What follows belongs to an exercise in optimizing a design on an open flow for small area; a production flow would make more cautious choices. Only simulation tests tie the RTL to the original design; equivalence was not proved.

## flow/design.v (module list and top-level ports; edited modules follow where they fit)
// module chen_cordic: 4698 lines
// module cfa: 4 lines
// module cha: 4 lines
module chen_cordic #(
    parameter ROTATE_TYPE = "ROTATE",
    parameter DATABITS = 17,
    parameter ITERATIONS = 16
)(
    input clk,
    input rst_n,
    input Validin,
    input signed [DATABITS-1:0] Xin,
    input signed [DATABITS-1:0] Yin,
    input signed [17:0] Ain,
    output Validout,
    output signed [DATABITS-1:0] Xout,
    output signed [DATABITS-1:0] Yout,
    output signed [17:0] Aout
);
  // ...
==> flow/flow/run.sh <==
#!/bin/bash
# The standard layout (the standard.sh, all steps), with one change: the buffer that
# placement puts on every input and output port is a plain sky130_fd_sc_hd__buf_1 instead of
# the cell buffer_ports picks by itself (a 10 um2 delay buffer). Every port still gets its buffer.
set -euo pipefail
export BUFFER_PORTS_ARGS="-buffer_cell sky130_fd_sc_hd__buf_1"
bash standard.sh > standard.log 2>&1
==> flow/standard.sh <==
#!/bin/bash
# synth_recipe.tcl (not shown) runs the flow's synth.tcl, then flattens the netlist and writes it again
# the make line also repeats each setting of config.mk as NAME=value (left out here)
make -C /OpenROAD-flow-scripts/flow DESIGN_CONFIG=/design/flow/config.mk WORK_HOME=/design/flow/orfs CLKGATE_MAP_FILE= SYNTH_SCRIPT=/design/flow/synth_recipe.tcl "${@:-finish}"
==> flow/config.mk <==
export PLATFORM = sky130hd
export DESIGN_NAME = chen_cordic
export DESIGN_NICKNAME = chen_cordic
export VERILOG_FILES = /design/flow/design.v
export SDC_FILE = /design/flow/constraint.sdc
export NUM_CORES = 4
export LEC_CHECK = 0
export CAP_MARGIN = 20
export CORE_MARGIN = 2
export CORE_UTILIZATION = 55
export CTS_BUF_LIST = sky130_fd_sc_hd__clkbuf_8
export CTS_CLUSTER_DIAMETER = 60
export CTS_CLUSTER_SIZE = 20
export SLEW_MARGIN = 20
export SYNTH_HIERARCHICAL = 1
export SYNTH_MINIMUM_KEEP_SIZE = 0
==> flow/constraint.sdc <==
create_clock -name core_clock -period 6.5 [get_ports {clk}]
set_input_delay 1.3000 -clock core_clock [delete_from_list [all_inputs] [get_ports {clk}]]
set_output_delay 1.3000 -clock core_clock [all_outputs]
set_load 0.01 [all_outputs]
==> flow_summary.json, run 1 <==
{
  "cts_post_setup_buffers_inserted": 0,
  "reg2reg_depth": 15,
  "number_of_max_cap_violations": 0,
  "fin_cells": 3369,
  "most-common-layout-cells": "sky130_fd_sc_hd__dfxtp_1, sky130_fd_sc_hd__fa_1, sky130_fd_sc_hd__xnor2_1, sky130_fd_sc_hd__xor2_1, sky130_fd_sc_hd__ha_1",
  "ctsHtreeMaxLevel": 2,
  "global_route.overflow_total": 0,
  "max-clock-path-buffers": 3,
  "synth_simple_gate_area_share_pct": 1.686,
  "worst_hold_path.num_cells": 0,
  "stdcell_area_mm2": 0.03729,
  "syn-mean-instance-area_um2": 14.65,
  "first_global_vias": 19000,
  "cts_tree": "done",
  "count_of_clock_net_buffers_in_the_final_layout": 56,
  "dpl.cell_count": 3276,
  "synth_top_family_by_area": "adder cells",
  "cts-root-buf": "sky130_fd_sc_hd__clkbuf_8",
  "result_of_the_run": "no timing/DRC/antenna violations",
  "share_of_the_synthesized_netlist_area_taken_by_xor_and_xnor_gates_pct": 11.70,
  "worst_hold_slack_ns": 0.3362,
  "fmaxAchievable_mhz": 158.2,
  "ys_top_cells_by_area": "sky130_fd_sc_hd__fa_1, sky130_fd_sc_hd__dfxtp_1, sky130_fd_sc_hd__xnor2_1",
  "cts.clk_slew.worst_paths_ns": 0.12,
  "die_height_um": 254.2,
  "timing.hold.worst_endpoint": "r13_n14_w_0$_DFF_P_",
  "register_area_mm2": 0.01312,
  "groute.layer.met1.usage_pct": 24.22
}
==> run 2, diff against run 1 <==
--- a/flow/config.mk
+++ b/flow/config.mk
@@ -9,3 +9,3 @@
 export CORE_MARGIN = 2
-export CORE_UTILIZATION = 55
+export CORE_UTILIZATION = 70
 export CTS_BUF_LIST = sky130_fd_sc_hd__clkbuf_8
==> run 2 against run 1 <==
Hold slack worse by 0.032 ns. Maximum frequency shrank 0.91%. Worst setup slack got worse by 0.058 ns. Via count increased by 1.4%. Register-to-register slack got worse by 0.06 ns. Critical endpoint is now r12_n1190_c$_DFF_P_.
==> flow_summary.json, run 2 <==
{
  "cts.clk_slew.worst_paths_ns": 0.12,
  "fillers": 3100,
  "ctsHtreeMaxLevel": 2,
  "worst_path_most_repeated_cell": "sky130_fd_sc_hd__fa_1",
  "area_of_combinational_cells_with_multiple_inputs_mm2": 0.02061,
  "global_route.peak_usage_layer": "met2",
  "reg2reg_depth": 14,
  "result_of_the_run": "no timing/DRC/antenna violations",
  "ys_top_cells_by_area": "sky130_fd_sc_hd__fa_1, sky130_fd_sc_hd__dfxtp_1, sky130_fd_sc_hd__xnor2_1",
  "die_height_um": 225.8,
  "min-delay-path-class": "reg2reg",
  "synth_flop_cell": "sky130_fd_sc_hd__dfxtp_1",
  "largest_net_degree_at_the_start_of_global_routing": 31,
  "post_route_cells_drive_above_1_share_pct": 9.272,
  "number_of_max_cap_violations": 0,
  "critical_path.max_fanout": 4,
  "synthArstFlopShare_pct": 0,
  "route.final.wire_length_mm": 56.49,
  "antenna_found_initial": 1,
  "final-hold-violation-count": 0,
  "synth_seq_cells": 655,
  "avgViaCountPerCell": 5.120,
  "cts_tree": "done",
  "row_count": 81,
  "endpoint_kind": "flip-flop",
  "portBuffers": 107,
  "synth.net_count": 3200,
  "most-common-layout-cells": "sky130_fd_sc_hd__dfxtp_1, sky130_fd_sc_hd__fa_1, sky130_fd_sc_hd__xnor2_1, sky130_fd_sc_hd__xor2_1, sky130_fd_sc_hd__ha_1",
  "fin_crit_sh_pct": 98.16,
  "drtAntennaViolNets": 0,
  "netlist_area_mm2": 0.03443,
  "number_of_synthesized_flops_with_an_enable_pin": 0,
  "fmaxAchievable_mhz": 156.7,
  "core_mm2": 0.04875,
  "final_critical_path_setup_slack_ns": 0.1198,
  "groute.layer.met1.usage_pct": 28.39,
  "critPathArrivalTime_ns": 6.91,
  "post_drt_wl_per_cell_um": 17.78,
  "final_common_cell": "sky130_fd_sc_hd__dfxtp_1",
  "report.final.setup_viol": 0,
  "register_area_mm2": 0.01312,
  "detailed_route_drc_error_count": 0,
  "gp_routability_congestion": 0.8735,
  "grt_util_all_layers_pct": 24.27,
  "grt.met3_usage_pct": 2.836,
  "count_of_final_max_slew_check_failures": 0,
  "syn-mean-instance-area_um2": 14.65,
  "die_outline_width_um": 225.8,
  "fin_worst_skew_ns": 0.04146,
  "clock_latency_ns": 0.69,
  "cp_cell_sequence": "fa_1, fa_1, fa_1, fa_1, fa_1, fa_1, fa_1, fa_1, xnor2_1, fa_1, fa_1, fa_1, fa_1, fa_1",
  "worst_hold_path.num_cells": 0,
  "regToRegSetupSlack_ns": 0.12,
  "sequential_cell_area_fraction_in_the_yosys_report_pct": 38.08,
  "final_core_utilization_pct": 75.63,
  "max-clock-path-buffers": 3,
  "syn-instance-count": 2351,
  "dpl.cell_count": 3094,
  "finalNetCount": 3331,
  "drtPass1Iterations": 4,
  "most_common_cell_in_the_netlist": "sky130_fd_sc_hd__fa_1",
  "worst_hold_startpoint": "r3_n14_w_3$_DFF_P_",
  "post-place-ws_ns": -0.05032,
  "regMostFlops": "vld",
  "dp_hpwl_mm": 48.04,
  "design.die.area_mm2": 0.05098,
  "worst-slew-pin-transition_ns": 0.8977,
  "fin_cells": 3178,
  "first_global_vias": 19180,
  "synth_cell_type_count": 56,
  "crit_path_start_kind": "flip-flop",
  "design.portCount": 108,
  "period_minus_slack_ns": 6.380,
  "dr.first_iter.drc_count": 616,
  "grt_use_met2_pct": 46.31,
  "setup.worst_path.class": "reg2reg",
  "critical_path.slowest_cell": "sky130_fd_sc_hd__fa_1",
  "detailroute.via_count": 16270,
  "yosys.area.top_type": "sky130_fd_sc_hd__fa_1",
  "crit_required_ns": 7.03,
  "global_route.overflow_total": 0,
  "flip_flop_count_of_the_largest_register_all_copies_and_words_added": 13,
  "slew_headroom_pct": 40.07,
  "critPathMaxStageDelay_ns": 0.55,
  "crit-reg2reg-capture": "r12_n1190_c$_DFF_P_",
  "initial_utilization_pct": 70.63,
  "grt_pass1_wl_mm": 95.10,
  "yosys_warnings": 7,
  "synth.top_cell.area_share_pct": 38.26,
  "cts-root-buf": "sky130_fd_sc_hd__clkbuf_8",
  "crit-reg2reg-launch": "r11_n864_s$_DFF_P_",
  "area_growth_syn_to_layout_pct": 7.079,
  "clkSinkCount": 655,
  "netlist_top_cells_count": "sky130_fd_sc_hd__fa_1, sky130_fd_sc_hd__dfxtp_1, sky130_fd_sc_hd__xnor2_1, sky130_fd_sc_hd__xor2_1, sky130_fd_sc_hd__ha_1",
  "timing.hold.worst_endpoint": "r4_n14_w_3$_DFF_P_",
  "cts_made_buffers": 46,
  "worst_hold_slack_ns": 0.3040
}
## run 2: cell counts after synthesis
No cell type changed its count.
## run 2: logic make-up after synthesis
| family | Yosys count | share of synthesized area, % |
|---|---|---|
| AO/OA/AOI/OAI | 125 | 2.533 |
| adder cells (fa/ha/maj) | 794 | 43.20 |
| flip-flops | 655 | 38.08 |
| buffers and inverters | 206 | 2.805 |
| AND/OR/NAND/NOR | 112 | 1.686 |
| XOR/XNOR | 459 | 11.70 |
## run 2: modules after synthesis (local to each module, per instance)
| module | flops+latches | copies in the design |
|---|---|---|
| cfa | 0 | 654 |
| chen_cordic | 655 | 1 |
| cha | 0 | 54 |
## run 2: metrics by stage
step | cell area (um2) | TNS, ns
global route | 36870 | -0.04543
floorplan | 34440 | 0
finish | 36870 | 0
global placement | 35610 | 0
CTS | 36610 | -0.01952
detailed placement | 35610 | -0.07395
## run 2: how the worst max path moves through the flow
| stage | start | end | depth (start not counted) |
|---|---|---|---|
| final | r11_n864_s$_DFF_P_ | r12_n1190_c$_DFF_P_ | 14 |
| after global routing | r4_n472_y$_DFF_P_ | r5_n587_s$_DFF_P_ | 15 |
| after CTS | r10_n819_s$_DFF_P_ | r11_n928_s$_DFF_P_ | 15 |
| after detailed placement | r10_n819_s$_DFF_P_ | r11_n928_s$_DFF_P_ | 15 |
| after global placement | r8_n745_s$_DFF_P_ | r9_n818_s$_DFF_P_ | 15 |
| after floorplan | Ain[2] | r1_n96_s$_DFF_P_ | 18 |
## run 2: cell type report
class	instances	area share, %
clock inverter	28	0.7568
antenna	1	0.006787
inverter	118	1.201
multi-input combinational	1490	55.91
sequential	655	35.57
clock buffer	51	1.904
tap	664	2.253
timing repair buffer	171	2.392
## run 2: metal layers
metal  part of all wire (%)  up-vias
met2                     56      167
met4                    3.1        0
met5                      0        -
met1                     38     8501
met3                    2.5       85
li1                       -     7517
## run 2: worst max-delay path, delay by kind of cell, from the launching register on
family	cells	cell delay, ns
adders and majority gates	13	5.70
xor gates and xnor gates	1	0.19
DFF	1	0.33
## run 2: timing repair
action                     CTS  global route
pin swaps                    0            15
buffers inserted             0             4
setup endpoints to repair    6            39
resized for setup            5            76
hold buffers                 0             0
==> run 3, diff against run 2 <==
--- a/flow/config.mk
+++ b/flow/config.mk
@@ -9,3 +9,3 @@
 export CORE_MARGIN = 2
-export CORE_UTILIZATION = 70
+export CORE_UTILIZATION = 82
 export CTS_BUF_LIST = sky130_fd_sc_hd__clkbuf_8
==> run 3 against run 2 <==
The layout now fails its checks (negative setup slack). Global-route usage grew 7.2 points. Synthesized cell count is the same. Via count grew 5.2%. Clock skew shrank 0.0072 ns. Register-to-register slack lost 0.18 ns. Flip-flop and latch count is the same. Final area shrank 0.44%. Critical path depth grew 1.
==> flow_summary.json, run 3 <==
{
  "result_of_the_run": "failed layout checks",
  "so.violations": "negative setup slack",
  "sequential_cell_area_fraction_in_the_yosys_report_pct": 38.08,
  "syn-instance-count": 2351,
  "first_global_vias": 20180,
  "cts-root-buf": "sky130_fd_sc_hd__clkbuf_8",
  "crit-reg2reg-launch": "r6_n613_y$_DFF_P_",
  "wl_met1_mm": 23.02,
  "clkSinkCount": 655,
  "fin_crit_sh_pct": 101.0,
  "met2_wirelength_mm": 39.07,
  "detailroute.via_count": 17120,
  "netlist_top_cells_count": "sky130_fd_sc_hd__fa_1, sky130_fd_sc_hd__dfxtp_1, sky130_fd_sc_hd__xnor2_1, sky130_fd_sc_hd__xor2_1, sky130_fd_sc_hd__ha_1",
  "row_count": 75,
  "number_of_max_cap_violations": 0,
  "area_growth_syn_to_layout_pct": 6.610,
  "gp_routability_congestion": 0.8928,
  "grt_util_all_layers_pct": 31.43,
  "regMostFlops": "vld",
  "flip_flop_count_of_the_largest_register_all_copies_and_words_added": 13,
  "crit_path_start_kind": "flip-flop",
  "setup.worst_path.class": "reg2reg",
  "reg2reg_depth": 15,
  "met3_length_mm": 2.275,
  "final-hold-violation-count": 0,
  "initial_utilization_pct": 82.64,
  "clock_latency_ns": 0.67,
  "yosys_warnings": 7,
  "antenna_found_initial": 1,
  "design.portCount": 108,
  "dp_hpwl_mm": 50.83,
  "worst_hold_path.num_cells": 0,
  "grt_pass1_wl_mm": 103.9,
  "fillers": 1741,
  "dr.first_iter.drc_count": 990,
  "post-place-ws_ns": -0.2402,
  "critical_path.max_fanout": 2,
  "portBuffers": 107,
  "synth_seq_cells": 655,
  "slew_headroom_pct": 32.55,
  "max-clock-path-buffers": 3,
  "fmaxAchievable_mhz": 152.3,
  "worst-slew-pin-transition_ns": 1.010,
  "route.final.wire_length_mm": 67.44,
  "final_common_cell": "sky130_fd_sc_hd__dfxtp_1",
  "report.final.setup_viol": 2,
  "core_mm2": 0.04167,
  "syn-mean-instance-area_um2": 14.65,
  "min-delay-path-class": "reg2reg",
  "synth_cell_type_count": 56,
  "ys_top_cells_by_area": "sky130_fd_sc_hd__fa_1, sky130_fd_sc_hd__dfxtp_1, sky130_fd_sc_hd__xnor2_1",
  "synth_flop_cell": "sky130_fd_sc_hd__dfxtp_1",
  "netlist_area_mm2": 0.03443,
  "largest_net_degree_at_the_start_of_global_routing": 32,
  "count_of_final_max_slew_check_failures": 0,
  "post_route_cells_drive_above_1_share_pct": 10.02,
  "design.die.area_mm2": 0.04365,
  "die_outline_width_um": 208.9,
  "dr.max_layer_used": "met5",
  "critPathArrivalTime_ns": 7.12,
  "global_route.overflow_total": 0,
  "cts.clk_slew.worst_paths_ns": 0.12,
  "synthArstFlopShare_pct": 0,
  "detailed_route_drc_error_count": 0,
  "final_critical_path_setup_slack_ns": -0.06474,
  "synth.net_count": 3200,
  "fin_worst_skew_ns": 0.03429,
  "finalNetCount": 3332,
  "number_of_synthesized_flops_with_an_enable_pin": 0,
  "drtPass1Iterations": 5,
  "yosys.area.top_type": "sky130_fd_sc_hd__fa_1",
  "cts_tree": "done",
  "drtAntennaViolNets": 0,
  "avgViaCountPerCell": 5.625,
  "crit_required_ns": 7.05,
  "endpoint_kind": "flip-flop",
  "ctsHtreeMaxLevel": 2,
  "most-common-layout-cells": "sky130_fd_sc_hd__dfxtp_1, sky130_fd_sc_hd__fa_1, sky130_fd_sc_hd__xnor2_1, sky130_fd_sc_hd__xor2_1, sky130_fd_sc_hd__ha_1",
  "die_height_um": 208.9,
  "post_drt_wl_per_cell_um": 22.15,
  "setup_tns_ns": -0.09453,
  "worst_hold_startpoint": "r3_n14_w_9$_DFF_P_",
  "period_minus_slack_ns": 6.565,
  "most_common_cell_in_the_netlist": "sky130_fd_sc_hd__fa_1",
  "regToRegSetupSlack_ns": -0.06,
  "cts_made_buffers": 44,
  "n_antenna_cell": 0,
  "timing.hold.worst_endpoint": "r4_n14_w_9$_DFF_P_",
  "synth.top_cell.area_share_pct": 38.26,
  "crit-reg2reg-capture": "r7_n716_s$_DFF_P_"
}
run 3: routing by layer:
metal  global-route usage (%)  vias to the layer above
li1                         -                     7522
met1                    34.78                     8989
met2                    60.85                      413
met3                    4.899                      195
met4                    11.40                        2
met5                        0                        -
run 3: modules after synthesis (local to each module, per instance):
| module | cells inside | cell area [um2] | flops+latches |
|---|---|---|---|
| cfa | 1 | 20.02 | 0 |
| cha | 1 | 12.51 | 0 |
| chen_cordic | 1643 | 20660 | 655 |
run 3: layout make-up:
type	instances	area, um2	area share [%]
multi-input combinational	1490	20680	56.35
sequential	655	13120	35.73
timing repair buffer	174	904.6	2.464
tap	539	674.4	1.837
clock buffer	45	619.3	1.687
inverter	118	442.9	1.207
clock inverter	23	266.5	0.7260
run 3: kinds of logic (layout without fill, tap and decap cells):
family,count (synthesis),count (layout),share of synthesized area (%)
compound gates,125,125,2.533
xor+xnor,459,459,11.70
fa+ha+maj,794,794,43.20
buf+inv,206,360,2.805
flops,655,655,38.08
simple gates,112,112,1.686
run 3: repair_timing:
item | CTS | global route
gates resized for setup | 33 | 75
hold endpoints to repair | 0 | 0
hold buffers | 0 | 0
pin swaps | 6 | 13
setup buffers | 3 | 4
setup endpoints to repair | 19 | 43
run 3: worst max-delay path by stage:
stage                        from                  to
2_1_floorplan              Ain[2]    r1_n96_s$_DFF_P_
4_1_cts         r8_n745_s$_DFF_P_   r9_n818_s$_DFF_P_
6_report        r6_n613_y$_DFF_P_   r7_n716_s$_DFF_P_
3_5_place_dp   r10_n819_s$_DFF_P_  r11_n928_s$_DFF_P_
3_3_place_gp   r10_n819_s$_DFF_P_  r11_n928_s$_DFF_P_
5_1_grt         r6_n613_y$_DFF_P_   r7_n716_s$_DFF_P_
run 3: worst max-delay path, cell delays in order, from the launching register on:
cell and delay [ns]:
sky130_fd_sc_hd__dfxtp_2 0.37, sky130_fd_sc_hd__fa_2 0.40, sky130_fd_sc_hd__fa_1 0.65, sky130_fd_sc_hd__xor2_1 0.15, sky130_fd_sc_hd__fa_1 0.45, sky130_fd_sc_hd__fa_2 0.38, sky130_fd_sc_hd__fa_1 0.42, sky130_fd_sc_hd__fa_2 0.39
sky130_fd_sc_hd__fa_2 0.38, sky130_fd_sc_hd__fa_1 0.41, sky130_fd_sc_hd__fa_1 0.40, sky130_fd_sc_hd__fa_1 0.41, sky130_fd_sc_hd__fa_2 0.37, sky130_fd_sc_hd__fa_1 0.63, sky130_fd_sc_hd__xor2_2 0.21, sky130_fd_sc_hd__fa_1 0.45
run 3: metrics by stage:
| step | hold WS (ns) | util (%) | instances | area [um2] |
|---|---|---|---|---|
| after global placement | 0.3112 | 85.09 | 2969 | 35450 |
| after global routing | 0.3302 | 88.11 | 3044 | 36710 |
| after detailed placement | 0.3121 | 85.09 | 2969 | 35450 |
| after CTS | 0.3132 | 87.47 | 3040 | 36450 |
| after floorplan | 0.3096 | - | 2351 | 34440 |
| final | 0.3027 | 88.11 | 3044 | 36710 |
==> run 4, diff against run 3 <==
--- a/flow/config.mk
+++ b/flow/config.mk
@@ -9,3 +9,3 @@
 export CORE_MARGIN = 2
-export CORE_UTILIZATION = 82
+export CORE_UTILIZATION = 40
 export CTS_BUF_LIST = sky130_fd_sc_hd__clkbuf_8
==> run 4 against run 3 <==
Now clean on timing, DRC and antenna. Register-to-register slack improved by 0.23 ns. Global-route usage decreased by 18 points. Clock skew increased by 0.028 ns. Non-clock buffer count decreased by 1. Maximum frequency increased by 3.6%. Area after synthesis unchanged. Final area increased by 3.4%. Via count decreased by 6.2%. Critical path type unchanged.
==> flow_summary.json, run 4 <==
{
  "crit_required_ns": 7.08,
  "setup_tns_ns": 0,
  "area_growth_syn_to_layout_pct": 10.28,
  "worstPathBufferInverterCount": 0,
  "dpl.cell_count": 3573,
  "finalNetCount": 3346,
  "die_outline_width_um": 297.4,
  "detailroute.via_count": 16060,
  "drtPass1Iterations": 4,
  "worst-slew-pin-transition_ns": 0.8734,
  "die_height_um": 297.4,
  "min-delay-path-class": "reg2reg",
  "synth.net_count": 3200,
  "antenna_found_initial": 1,
  "number_of_synthesized_flops_with_an_enable_pin": 0,
  "design.die.area_mm2": 0.08845,
  "cts_made_buffers": 59,
  "fmaxAchievable_mhz": 157.9,
  "hold_buffers": 0,
  "first_global_vias": 19090,
  "critical_path.slowest_cell": "sky130_fd_sc_hd__fa_1",
  "initial_utilization_pct": 40.38,
  "period_minus_slack_ns": 6.335,
  "global_route.overflow_total": 0,
  "portBuffers": 107,
  "route.final.wire_length_mm": 56.49,
  "rsz0062_at_grt": "true",
  "slew_headroom_pct": 41.49,
  "netlist_area_mm2": 0.03443,
  "worst_path_most_repeated_cell": "sky130_fd_sc_hd__fa_1",
  "crit_path_start_kind": "flip-flop",
  "dp_hpwl_mm": 47.96,
  "endpoint_kind": "flip-flop",
  "post_route_cells_drive_above_1_share_pct": 10.60,
  "synth.top_cell.area_share_pct": 38.26,
  "cp_cell_sequence": "fa_1, fa_1, fa_1, fa_1, fa_1, fa_1, fa_1, xnor2_1, fa_1, fa_1, fa_1, fa_1, fa_1, fa_1, fa_1",
  "worst_hold_path.num_cells": 0,
  "ctsHtreeMaxLevel": 2,
  "cts.clk_slew.worst_paths_ns": 0.11,
  "sequential_cell_area_fraction_in_the_yosys_report_pct": 38.08,
  "avgViaCountPerCell": 4.347,
  "syn-mean-instance-area_um2": 14.65,
  "setup.worst_path.class": "reg2reg",
  "critPathArrivalTime_ns": 6.91,
  "critPathMaxStageDelay_ns": 0.49,
  "synthArstFlopShare_pct": 0,
  "syn-instance-count": 2351,
  "most_common_cell_in_the_netlist": "sky130_fd_sc_hd__fa_1",
  "critical_path_cell_count": 15,
  "report.final.setup_viol": 0,
  "ys_top_cells_by_area": "sky130_fd_sc_hd__fa_1, sky130_fd_sc_hd__dfxtp_1, sky130_fd_sc_hd__xnor2_1",
  "critical_path.max_fanout": 2,
  "synth_seq_cells": 655,
  "final_common_cell": "sky130_fd_sc_hd__dfxtp_1",
  "clkSinkCount": 655,
  "clock_latency_ns": 0.72,
  "number_of_max_cap_violations": 0,
  "gp_routability_congestion": 0.8372,
  "final_critical_path_setup_slack_ns": 0.1654,
  "dr.first_iter.drc_count": 464,
  "row_count": 107,
  "grt_util_all_layers_pct": 13.65,
  "max-clock-path-buffers": 3,
  "final-hold-violation-count": 0,
  "result_of_the_run": "no timing/DRC/antenna violations",
  "fin_crit_sh_pct": 97.45,
  "detailed_route_drc_error_count": 0,
  "fin_worst_skew_ns": 0.06214,
  "reg2reg_depth": 15,
  "fin_cells": 3693,
  "most-common-layout-cells": "sky130_fd_sc_hd__dfxtp_1, sky130_fd_sc_hd__fa_1, sky130_fd_sc_hd__xnor2_1, sky130_fd_sc_hd__xor2_1, sky130_fd_sc_hd__ha_1",
  "synth_cell_type_count": 56,
  "count_of_final_max_slew_check_failures": 0,
  "yosys_warnings": 7,
  "post-place-ws_ns": -0.003460,
  "regMostFlops": "vld",
  "cts_tree": "done",
  "design.portCount": 108,
  "largest_net_degree_at_the_start_of_global_routing": 33,
  "core_mm2": 0.08528,
  "drtAntennaViolNets": 0,
  "flip_flop_count_of_the_largest_register_all_copies_and_words_added": 13,
  "netlist_top_cells_count": "sky130_fd_sc_hd__fa_1, sky130_fd_sc_hd__dfxtp_1, sky130_fd_sc_hd__xnor2_1, sky130_fd_sc_hd__xor2_1, sky130_fd_sc_hd__ha_1",
  "critical-path-top-delay-family": "adder cells",
  "cts-root-buf": "sky130_fd_sc_hd__clkbuf_8",
  "synth_flop_cell": "sky130_fd_sc_hd__dfxtp_1",
  "yosys.area.top_type": "sky130_fd_sc_hd__fa_1",
  "grt_pass1_wl_mm": 98.06,
  "post_drt_wl_per_cell_um": 15.30
}
run 4: cell counts after synthesis:
No cell type changed its count.
run 4: final cells by class:
type,instances,area (um2)
antenna,2,5.005
sequential,655,13120
timing repair buffer,173,897.1
fill,7751,47310
multi-input combinational,1490,20620
inverter,118,442.9
clock buffer,62,853.3
tap,1144,1431
clock inverter,49,606.8
run 4: worst reg2reg max path, cell delays in order (launching register included):
cell and delay [ns]:
sky130_fd_sc_hd__dfxtp_1 0.33, sky130_fd_sc_hd__fa_1 0.43, sky130_fd_sc_hd__fa_1 0.39, sky130_fd_sc_hd__fa_1 0.40
sky130_fd_sc_hd__fa_1 0.39, sky130_fd_sc_hd__fa_1 0.39, sky130_fd_sc_hd__fa_1 0.39, sky130_fd_sc_hd__fa_1 0.49
sky130_fd_sc_hd__xnor2_1 0.17, sky130_fd_sc_hd__fa_1 0.44, sky130_fd_sc_hd__fa_1 0.40, sky130_fd_sc_hd__fa_1 0.40
sky130_fd_sc_hd__fa_1 0.39, sky130_fd_sc_hd__fa_1 0.39, sky130_fd_sc_hd__fa_1 0.39, sky130_fd_sc_hd__fa_1 0.41
run 4: what timing repair did:
action,4_1_cts,5_1_grt
endpoints found under the setup margin,1,42
pin swaps,0,16
setup buffers,0,7
gates resized for setup,1,82
endpoints found under the hold margin,0,0
run 4: path summary, 6_finish.rpt:
check | end | from | slack (ns)
max | r9_n841_c$_DFF_P_ | r8_n720_s$_DFF_P_ | 0.17
min | r5_n14_w_5$_DFF_P_ | r4_n14_w_5$_DFF_P_ | 0.29
max reg2reg | r9_n841_c$_DFF_P_ | r8_n720_s$_DFF_P_ | 0.17
min reg2reg | r5_n14_w_5$_DFF_P_ | r4_n14_w_5$_DFF_P_ | 0.29
run 4: logic make-up (layout without fill, tap and decap cells):
group,Yosys count,after routing,share of synthesized area (%)
buf+inv,206,402,2.805
flops,655,655,38.08
compound gates,125,125,2.533
other cells,0,2,0
xor+xnor,459,459,11.70
fa+ha+maj,794,794,43.20
simple gates,112,112,1.686
run 4: metal layers:
| metal | GRT usage (%) | vias to the layer above | share of wire [%] |
|---|---|---|---|
| met2 | 24.77 | 192 | 52 |
| met4 | 3.427 | 0 | 2.2 |
| li1 | - | 7563 | - |
| met3 | 2.315 | 79 | 3.8 |
| met1 | 16.81 | 8221 | 42 |
| met5 | 0 | - | 0 |
run 4: stage by stage:
stage	util, %	hold slack [ns]	area, um2
floorplan	-	0.3096	34440
global placement	42.45	0.3103	36200
detailed placement	42.45	0.3121	36200
CTS	44.17	0.2801	37660
global route	44.52	0.2989	37970
finish	44.53	0.2943	37970
run 4: modules after synthesis (local to each module, per instance):
module | times used | cell area, um2 | cells inside | flip-flops and latches
cfa | 654 | 20.02 | 1 | 0
cha | 54 | 12.51 | 1 | 0
chen_cordic | 1 | 20660 | 1643 | 655
==> run 5, diff against run 4 <==
--- a/flow/config.mk
+++ b/flow/config.mk
@@ -9,6 +9,6 @@
 export CORE_MARGIN = 2
-export CORE_UTILIZATION = 40
-export CTS_BUF_LIST = sky130_fd_sc_hd__clkbuf_8
-export CTS_CLUSTER_DIAMETER = 60
-export CTS_CLUSTER_SIZE = 20
+export CORE_UTILIZATION = 55
+export CTS_BUF_LIST = sky130_fd_sc_hd__clkbuf_16
+export CTS_CLUSTER_DIAMETER = 80
+export CTS_CLUSTER_SIZE = 32
 export SLEW_MARGIN = 20
==> run 5 against run 4 <==
Still clean. Critical path depth unchanged. First-iteration DRC count increased by 21%. Hold slack improved by 0.032 ns. Global-route usage increased by 6.1 points. Non-clock buffer count increased by 12. Synthesized cell count unchanged. Clock skew decreased by 0.024 ns.
==> flow_summary.json, run 5 <==
{
  "result_of_the_run": "no timing/DRC/antenna violations",
  "place_area_mm2": 0.03589,
  "cts_tree": "done",
  "initial_utilization_pct": 55.69,
  "fmaxAchievable_mhz": 157.8,
  "finalNetCount": 3336,
  "grt_pass1_wl_mm": 98.12,
  "critPathMaxStageDelay_ns": 0.54,
  "most-common-layout-cells": "sky130_fd_sc_hd__dfxtp_1, sky130_fd_sc_hd__fa_1, sky130_fd_sc_hd__xnor2_1, sky130_fd_sc_hd__xor2_1, sky130_fd_sc_hd__ha_1",
  "worst_hold_slack_ns": 0.3267,
  "worst_path_most_repeated_cell": "sky130_fd_sc_hd__fa_1",
  "synthArstFlopShare_pct": 0,
  "route.final.wire_length_mm": 58.19,
  "fin_crit_sh_pct": 97.48,
  "fillers": 4827,
  "crit_path_start_kind": "flip-flop",
  "synth_cell_type_count": 56,
  "endpoint_kind": "flip-flop",
  "crit_required_ns": 6.96,
  "cts.clk_slew.worst_paths_ns": 0.11,
  "post_route_cells_drive_above_1_share_pct": 9.359,
  "global_route.overflow_total": 0,
  "synth_seq_cells": 655,
  "row_count": 91,
  "period_minus_slack_ns": 6.336,
  "most_common_cell_in_the_netlist": "sky130_fd_sc_hd__fa_1",
  "first_global_vias": 18870,
  "report.final.setup_viol": 0,
  "setup.worst_path.class": "reg2reg",
  "detailroute.via_count": 15960,
  "post-place-ws_ns": -0.01557,
  "drtAntennaViolNets": 0,
  "synth_flop_cell": "sky130_fd_sc_hd__dfxtp_1",
  "critical_path.max_fanout": 2,
  "yosys_warnings": 7,
  "count_of_final_max_slew_check_failures": 0,
  "rsz0062_at_grt": "true",
  "flip_flop_count_of_the_largest_register_all_copies_and_words_added": 13,
  "syn-instance-count": 2351,
  "die_height_um": 254.2,
  "regToRegSetupSlack_ns": 0.16,
  "cts_made_buffers": 37,
  "synth.net_count": 3200,
  "grt_util_all_layers_pct": 19.78,
  "clkSinkCount": 655,
  "syn-mean-instance-area_um2": 14.65,
  "core_mm2": 0.06183,
  "netlist_area_mm2": 0.03443,
  "drtPass1Iterations": 6,
  "final-hold-violation-count": 0,
  "die_outline_width_um": 254.2,
  "dr.first_iter.drc_count": 561,
  "post_drt_wl_per_cell_um": 17.38,
  "critical_path.slowest_cell": "sky130_fd_sc_hd__fa_1",
  "avgViaCountPerCell": 4.766,
  "n_antenna_cell": 0,
  "largest_net_degree_at_the_start_of_global_routing": 33,
  "min-delay-path-class": "reg2reg",
  "design.die.area_mm2": 0.06462,
  "dpl.cell_count": 3276,
  "worst-slew-pin-transition_ns": 0.7985,
  "antenna_found_initial": 0,
  "final_common_cell": "sky130_fd_sc_hd__dfxtp_1",
  "yosys.area.top_type": "sky130_fd_sc_hd__fa_1",
  "ctsHtreeMaxLevel": 2,
  "fin_cells": 3348,
  "hold_buffers": 0,
  "cp_cell_sequence": "fa_1, fa_1, fa_1, fa_1, fa_1, fa_2, fa_1, xnor2_2, fa_2, fa_1, fa_1, fa_1, fa_1, fa_1, fa_1",
  "ys_top_cells_by_area": "sky130_fd_sc_hd__fa_1, sky130_fd_sc_hd__dfxtp_1, sky130_fd_sc_hd__xnor2_1",
  "fin_worst_skew_ns": 0.03814,
  "gp_routability_congestion": 0.8509,
  "dp_hpwl_mm": 49.30,
  "critPathArrivalTime_ns": 6.80,
  "area_of_combinational_cells_with_multiple_inputs_mm2": 0.02062,
  "slew_headroom_pct": 45.39,
  "detailed_route_drc_error_count": 0,
  "portBuffers": 107,
  "cts-root-buf": "sky130_fd_sc_hd__clkbuf_16",
  "final_core_utilization_pct": 60.70,
  "stdcell_area_mm2": 0.03753,
  "setup_tns_ns": 0,
  "area_growth_syn_to_layout_pct": 8.993,
  "clock_latency_ns": 0.58,
  "max-clock-path-buffers": 3,
  "final_critical_path_setup_slack_ns": 0.1637,
  "regMostFlops": "vld",
  "netlist_top_cells_count": "sky130_fd_sc_hd__fa_1, sky130_fd_sc_hd__dfxtp_1, sky130_fd_sc_hd__xnor2_1, sky130_fd_sc_hd__xor2_1, sky130_fd_sc_hd__ha_1",
  "number_of_synthesized_flops_with_an_enable_pin": 0,
  "sequential_cell_area_fraction_in_the_yosys_report_pct": 38.08,
  "register_area_mm2": 0.01312,
  "number_of_max_cap_violations": 0,
  "design.portCount": 108,
  "synth.top_cell.area_share_pct": 38.26
}
run 5: cell counts after synthesis:
Identical to the previous run, type by type.
run 5: layout make-up:
cell class | count | share of cell area [%]
Inverter | 118 | 1.180
Sequential cell | 655 | 34.95
Clock buffer | 37 | 2.467
Multi-Input combinational cell | 1490 | 54.94
Tap cell | 837 | 2.790
Clock inverter | 26 | 1.044
Timing Repair Buffer | 185 | 2.630
run 5: what timing repair did:
item,CTS,global route
pin swaps,0,15
setup buffers,0,9
setup endpoints to repair,2,41
gates resized for setup,2,79
run 5: path summary, 6_finish.rpt:
check,startpoint,to,cells past startpoint
setup reg to reg,r10_n819_s$_DFF_P_,r11_n928_s$_DFF_P_,15
hold reg to reg,r6_n14_w_5$_DFF_P_,r7_n14_w_5$_DFF_P_,0
setup / recovery,r10_n819_s$_DFF_P_,r11_n928_s$_DFF_P_,15
hold / removal,r6_n14_w_5$_DFF_P_,r7_n14_w_5$_DFF_P_,0
run 5: logic make-up after synthesis:
kind of cell / count (synthesis) / share of synthesized area [%]
buf+inv: 206 / 2.805
flops: 655 / 38.08
simple gates: 112 / 1.686
compound gates: 125 / 2.533
fa+ha+maj: 794 / 43.20
xor+xnor: 459 / 11.70
run 5: critical path: cells and delay by family (launching register included):
kind / cells / cell delay [ns]
XOR/XNOR: 1 / 0.17
flip-flops: 1 / 0.34
adder cells (fa/ha/maj): 14 / 5.68
run 5: per-module statistics from Yosys (local to each module, per instance):
module,cell area [um2],times used,cells
cfa,20.02,654,1
chen_cordic,20660,1,1643
cha,12.51,54,1
run 5: per-layer routing:
metal / share of wire [%] / GRT usage [%] / wire length [um] / vias to the layer above
met1: 40 / 24.26 / 23370 / 8198
met5: 0 / 0 / 0 / -
met2: 54 / 36.66 / 31600 / 152
met4: 2.6 / 5.328 / 1531 / 0
met3: 2.9 / 2.643 / 1687 / 83
li1: - / - / - / 7522

==> re-timing with driven ports <==
The flow's constraints put no driver on any port. The routed layouts listed below were extracted and timed again, unchanged, in two steps. Step 1: set_driving_cell puts a clkbuf_16 on clk and a buf_2 on each other input, an assumption about the parent block. Step 2 times the ports against the registers' clock, not the clock port: input delays grow and output delays shrink by t, the midpoint of the rising clock arrivals with the driver on. Slacks: no drivers / after step 1 / after step 2; pairs: no drivers / after step 1.
| run | shift t [ns] | setup WS [ns] | worst register clock-pin slew, ns |
|---|---|---|---|
| run 1 | 0.708 | 0.178 / 0.178 / 0.178 | 0.12 / 0.12 |
| run 2 | 0.722 | 0.120 / 0.120 / 0.120 | 0.12 / 0.12 |
| run 3 | 0.698 | -0.065 / -0.065 / -0.065 | 0.12 / 0.12 |
| run 4 | 0.744 | 0.165 / 0.165 / 0.165 | 0.11 / 0.11 |
| run 5 | 0.630 | 0.164 / 0.164 / 0.164 | 0.11 / 0.11 |
